Background: an optimization exercise with open tools, aiming at small area. Do not read the settings as production practice.
The RTL was checked by simulation tests, not by an equivalence proof against the original design.

Setup of oak:
## CoinsMatrixBitMap
module	CoinsMatrixBitMap	(	
					input	logic	clk,
					input	logic	resetN,
					input	logic	[10:0] offsetX, 
					input	logic	[10:0] offsetY,
					input	logic	InsideRectangle,  
					input	logic	coinCollision,
					input logic [4:0] randomMapLocationX,
					input logic [3:0] randomMapLocationY,
					input logic placeCoin,		 
					input logic placeMoneyBag,	 
					input logic placeTimeBoost,	 
					output	logic	drawingRequest,  
					output	logic	[7:0] RGBout,   
					output	logic upScore,			 
					output	logic upTime			 
 ) ;
localparam int NX = 18 ;
localparam int NY = 12 ;
localparam logic [NX*NY-1:0] NP_INIT = 216'h2198c200000000a03329c84850c284848f333c000064c380300 ;
localparam logic [NX*NY-1:0] Q_INIT  = 216'h3d98c70001c000f0333dc84f50c3c484ff333c000064c380300 ;
localparam logic [NX*NY-1:0] PQ_TILE = 216'h2198c200000000a03329c84870c284848f333c000064c380300 ;
logic [NX*NY-1:0] nP, Q, empty ;
logic [NX*NY-1:0] Qs ;
assign Q = Qs ^ Q_INIT ;
logic pick_anotherCoin_flag ;    
logic pick_anotherMoneyBag_flag ;
logic [4:0] oX ;
logic [3:0] oY ;
assign oX = offsetX[9:5] ;
assign oY = offsetY[8:5] ;
logic offset_inMap ;
assign offset_inMap = (oX < NX) && (oY < NY) ;
logic [4:0] rX ;
logic [3:0] rY ;
assign rX = randomMapLocationX ;
assign rY = (randomMapLocationY[3] & randomMapLocationY[2]) ? {1'b0, randomMapLocationY[2:0]} : randomMapLocationY ;
logic random_inMap ;
assign random_inMap = (rX < NX) ;
logic [NX-1:0] colO, colR ;
logic [NY-1:0] rowO, rowR ;
always_comb begin
	for (int x = 0; x < NX; x++) begin
		colO[x] = (oX == x) ;
		colR[x] = (rX == x) ;
	end
  ...
==> flow/config.mk <==
export PLATFORM = sky130hd
export DESIGN_NAME = CoinsMatrixBitMap
export DESIGN_NICKNAME = CoinsMatrixBitMap
export VERILOG_FILES = /design/flow/design.v
export SDC_FILE = /design/flow/constraint.sdc
export NUM_CORES = 8
export LEC_CHECK = 0
export CAP_MARGIN = 10
export CORE_MARGIN = 2
export CORE_UTILIZATION = 58
export PLACE_DENSITY = 0.68
export SLEW_MARGIN = 10
==> flow/constraint.sdc <==
create_clock -name core_clock -period 12.0 [get_ports {clk}]
set_input_delay 2.4000 -clock core_clock [delete_from_list [all_inputs] [get_ports {clk}]]
set_output_delay 2.4000 -clock core_clock [all_outputs]
set_load 0.01 [all_outputs]
standard.sh (not shown) runs the stock make flow with config.mk's settings and CLKGATE_MAP_FILE= SYNTH_SCRIPT=/design/flow/synth_recipe.tcl, a recipe that flattens the netlist after the stock synthesis.
==> flow/flow/run.sh <==
#!/bin/bash
# Own layout flow:
#  2. the same synthesis script again, once per area-oriented ABC script in flow/abc_*.script,
#     each replacing ABC's delay-oriented script; the registers come out the same (same
#     instances, names and cells, checked against step 1), only the combinational logic is
#     mapped differently; the smallest netlist is kept;
#  3. the standard layout steps on that netlist, with a clock tree without dummy loads and
#     lighter port buffers.
set -uo pipefail
WORK=$(pwd)
FLOWDIR=$WORK/flow
R=$WORK/orfs/results/$FLOW_PLATFORM/CoinsMatrixBitMap/base

# 1. standard synthesis
bash standard.sh synth > synth_standard.log 2>&1 || { echo "standard synthesis failed"; exit 1; }
cp "$R/1_2_yosys.v" std_1_2_yosys.v

# 2. area-oriented synthesis, one run per ABC script, in parallel
synth_area() {
  local name=$1 script=$2
  rm -rf "scripts_$name" "orfs_$name"
  cp -r "$FLOW_HOME/scripts" "scripts_$name"
  cp "$script" "scripts_$name/abc_speed.script"
  local A=$WORK/orfs_$name/results/$FLOW_PLATFORM/CoinsMatrixBitMap/base
  make -C "$FLOW_HOME" DESIGN_CONFIG="$WORK/config.mk" WORK_HOME="$WORK/orfs_$name" CLKGATE_MAP_FILE= \
    SYNTH_SCRIPT="$WORK/synth_recipe.tcl" SCRIPTS_DIR="$WORK/scripts_$name" "$A/1_2_yosys.v" > "synth_$name.log" 2>&1 \
  && python3 "$FLOWDIR/sameregs.py" std_1_2_yosys.v "$A/1_2_yosys.v" > "sameregs_$name.log" 2>&1 \
  && touch "ok_$name"
}
names=()
for s in "$FLOWDIR"/abc_*.script; do
  n=$(basename "$s" .script); n=${n#abc_}
  names+=("$n")
  synth_area "$n" "$s" &
done
wait
best=""; best_area=""
for n in "${names[@]}"; do
  st=$WORK/orfs_$n/reports/$FLOW_PLATFORM/CoinsMatrixBitMap/base/synth_stat.txt
  if [[ -f ok_$n && -f $st ]]; then
    a=$(sed -n "s/.*Chip area for module.*: *\([0-9.]*\).*/\1/p" "$st" | tail -1)
    echo "$n: $a" >> synth_areas.log
    if [[ -n $a ]] && { [[ -z $best_area ]] || python3 -c "import sys; sys.exit(0 if $a < $best_area else 1)"; }; then
      best=$n; best_area=$a
    fi
  else
    echo "$n: failed" >> synth_areas.log
  fi
done
if [[ -n $best ]]; then
  cp "$WORK/orfs_$best/results/$FLOW_PLATFORM/CoinsMatrixBitMap/base/1_2_yosys.v" "$R/1_2_yosys.v"
  touch "$R/1_2_yosys.v"
  echo "using the area-mapped netlist from $best ($best_area um2)" | tee -a synth_areas.log
else
  echo "area synthesis failed; using the standard netlist" | tee -a synth_areas.log
fi

# 3. standard layout steps
export CTS_ARGS="-sink_clustering_enable -repair_clock_nets -dont_use_dummy_load -buf_list sky130_fd_sc_hd__clkbuf_8 -sink_clustering_size 16 -sink_clustering_max_diameter 70"
export BUFFER_PORTS_ARGS="-buffer_cell sky130_fd_sc_hd__buf_1"
bash standard.sh > layout.log 2>&1 || { echo "layout failed"; exit 1; }
Other scripts of this flow, unchanged in this note and not shown: flow/flow/abc_dc4mfs.script, flow/flow/abc_deep0mfs.script, flow/flow/abc_deep1mfs.script, flow/flow/abc_deep2mfs.script, flow/flow/abc_deep4mfs.script, flow/flow/abc_deep5mfs.script, flow/flow/sameregs.py
Setup changes, oak to pine
diff --git a/flow/design.v b/flow/design.v
--- a/flow/design.v
+++ b/flow/design.v
@@ -15,20 +15,18 @@
 					output	logic upScore,			 
 					output	logic upTime			 
  ) ;
 localparam int NX = 18 ;
 localparam int NY = 12 ;
 localparam logic [NX*NY-1:0] NP_INIT = 216'h2198c200000000a03329c84850c284848f333c000064c380300 ;
 localparam logic [NX*NY-1:0] Q_INIT  = 216'h3d98c70001c000f0333dc84f50c3c484ff333c000064c380300 ;
 localparam logic [NX*NY-1:0] PQ_TILE = 216'h2198c200000000a03329c84870c284848f333c000064c380300 ;
 logic [NX*NY-1:0] nP, Q, empty ;
-logic [NX*NY-1:0] Qs ;
-assign Q = Qs ^ Q_INIT ;
 logic pick_anotherCoin_flag ;    
 logic pick_anotherMoneyBag_flag ;
 logic [4:0] oX ;
 logic [3:0] oY ;
 assign oX = offsetX[9:5] ;
 assign oY = offsetY[8:5] ;
 logic offset_inMap ;
 assign offset_inMap = (oX < NX) && (oY < NY) ;
 logic [4:0] rX ;
@@ -885,22 +883,22 @@
 				assign nPn = rs_n & (~oe_n | nP[I]) ;
 				assign Qn = ~(rsb_n & ~(rs_n & oe_n & Q[I])) ;
 			end else begin : n
 				assign nPn = rs_n & (~oe_n | nP[I]) ;
 				assign Qn = ~(rsb_n & ~(rs_n & Q[I])) ;
 			end
 			always_ff @(posedge clk or negedge resetN) begin
 				if (!resetN) begin
 					nP[I] <= NP_INIT[I] ;
-					Qs[I] <= 1'b0 ;
+					Q[I] <= Q_INIT[I] ;
 				end else begin
 					nP[I] <= nPn ;
-					Qs[I] <= Qn ^ Q_INIT[I] ;
+					Q[I] <= Qn ;
 				end
 			end
 		end
 	end
 endgenerate
 always_ff @(posedge clk or negedge resetN) begin
 	if (!resetN) begin
 		RGBout <= 8'h00 ;
 		pick_anotherCoin_flag <= 1'b0 ;
==> comparison <==
Between pine and oak, it is pine whose routed length per instance is lower, by 5.0%. oak and pine ended up with roughly the same buffering overhead. In the flow results for oak and pine, the clock-pin slew of the registers on the worst-case setup and hold paths is larger on oak. [compare] base=oak new=pine: non-clock buffer count increased about 1.7%; wire length fell by 6.4%.

[afterwards: timing with drivers on the ports]
How much do the figures lean on ideal ports? The routed layouts below were timed once more, with nothing changed but the port constraints. Step 1: set_driving_cell puts a clkbuf_16 on clk and a buf_2 on each other input, an assumption about the parent block. Step 2 moves the port delays by t, midway between the first and last clock arrival at a register: inputs arrive t later, outputs are due t later. That takes back most of the time a late clock gives input paths. a / b / c = ideal ports / drivers / drivers and shift; a / b = the first two.
| run | shift t [ns] | slack for setup (ns) | worst slew at a driven data input, ns | cell pins on the clock port's net |
|---|---|---|---|---|
| oak | 0.664 | 3.633 / 3.661 / 2.997 | 0.17 | 1 |
| pine | 0.664 | 3.558 / 3.586 / 2.922 | 0.10 | 1 |
After both steps every run listed still meets setup and hold.
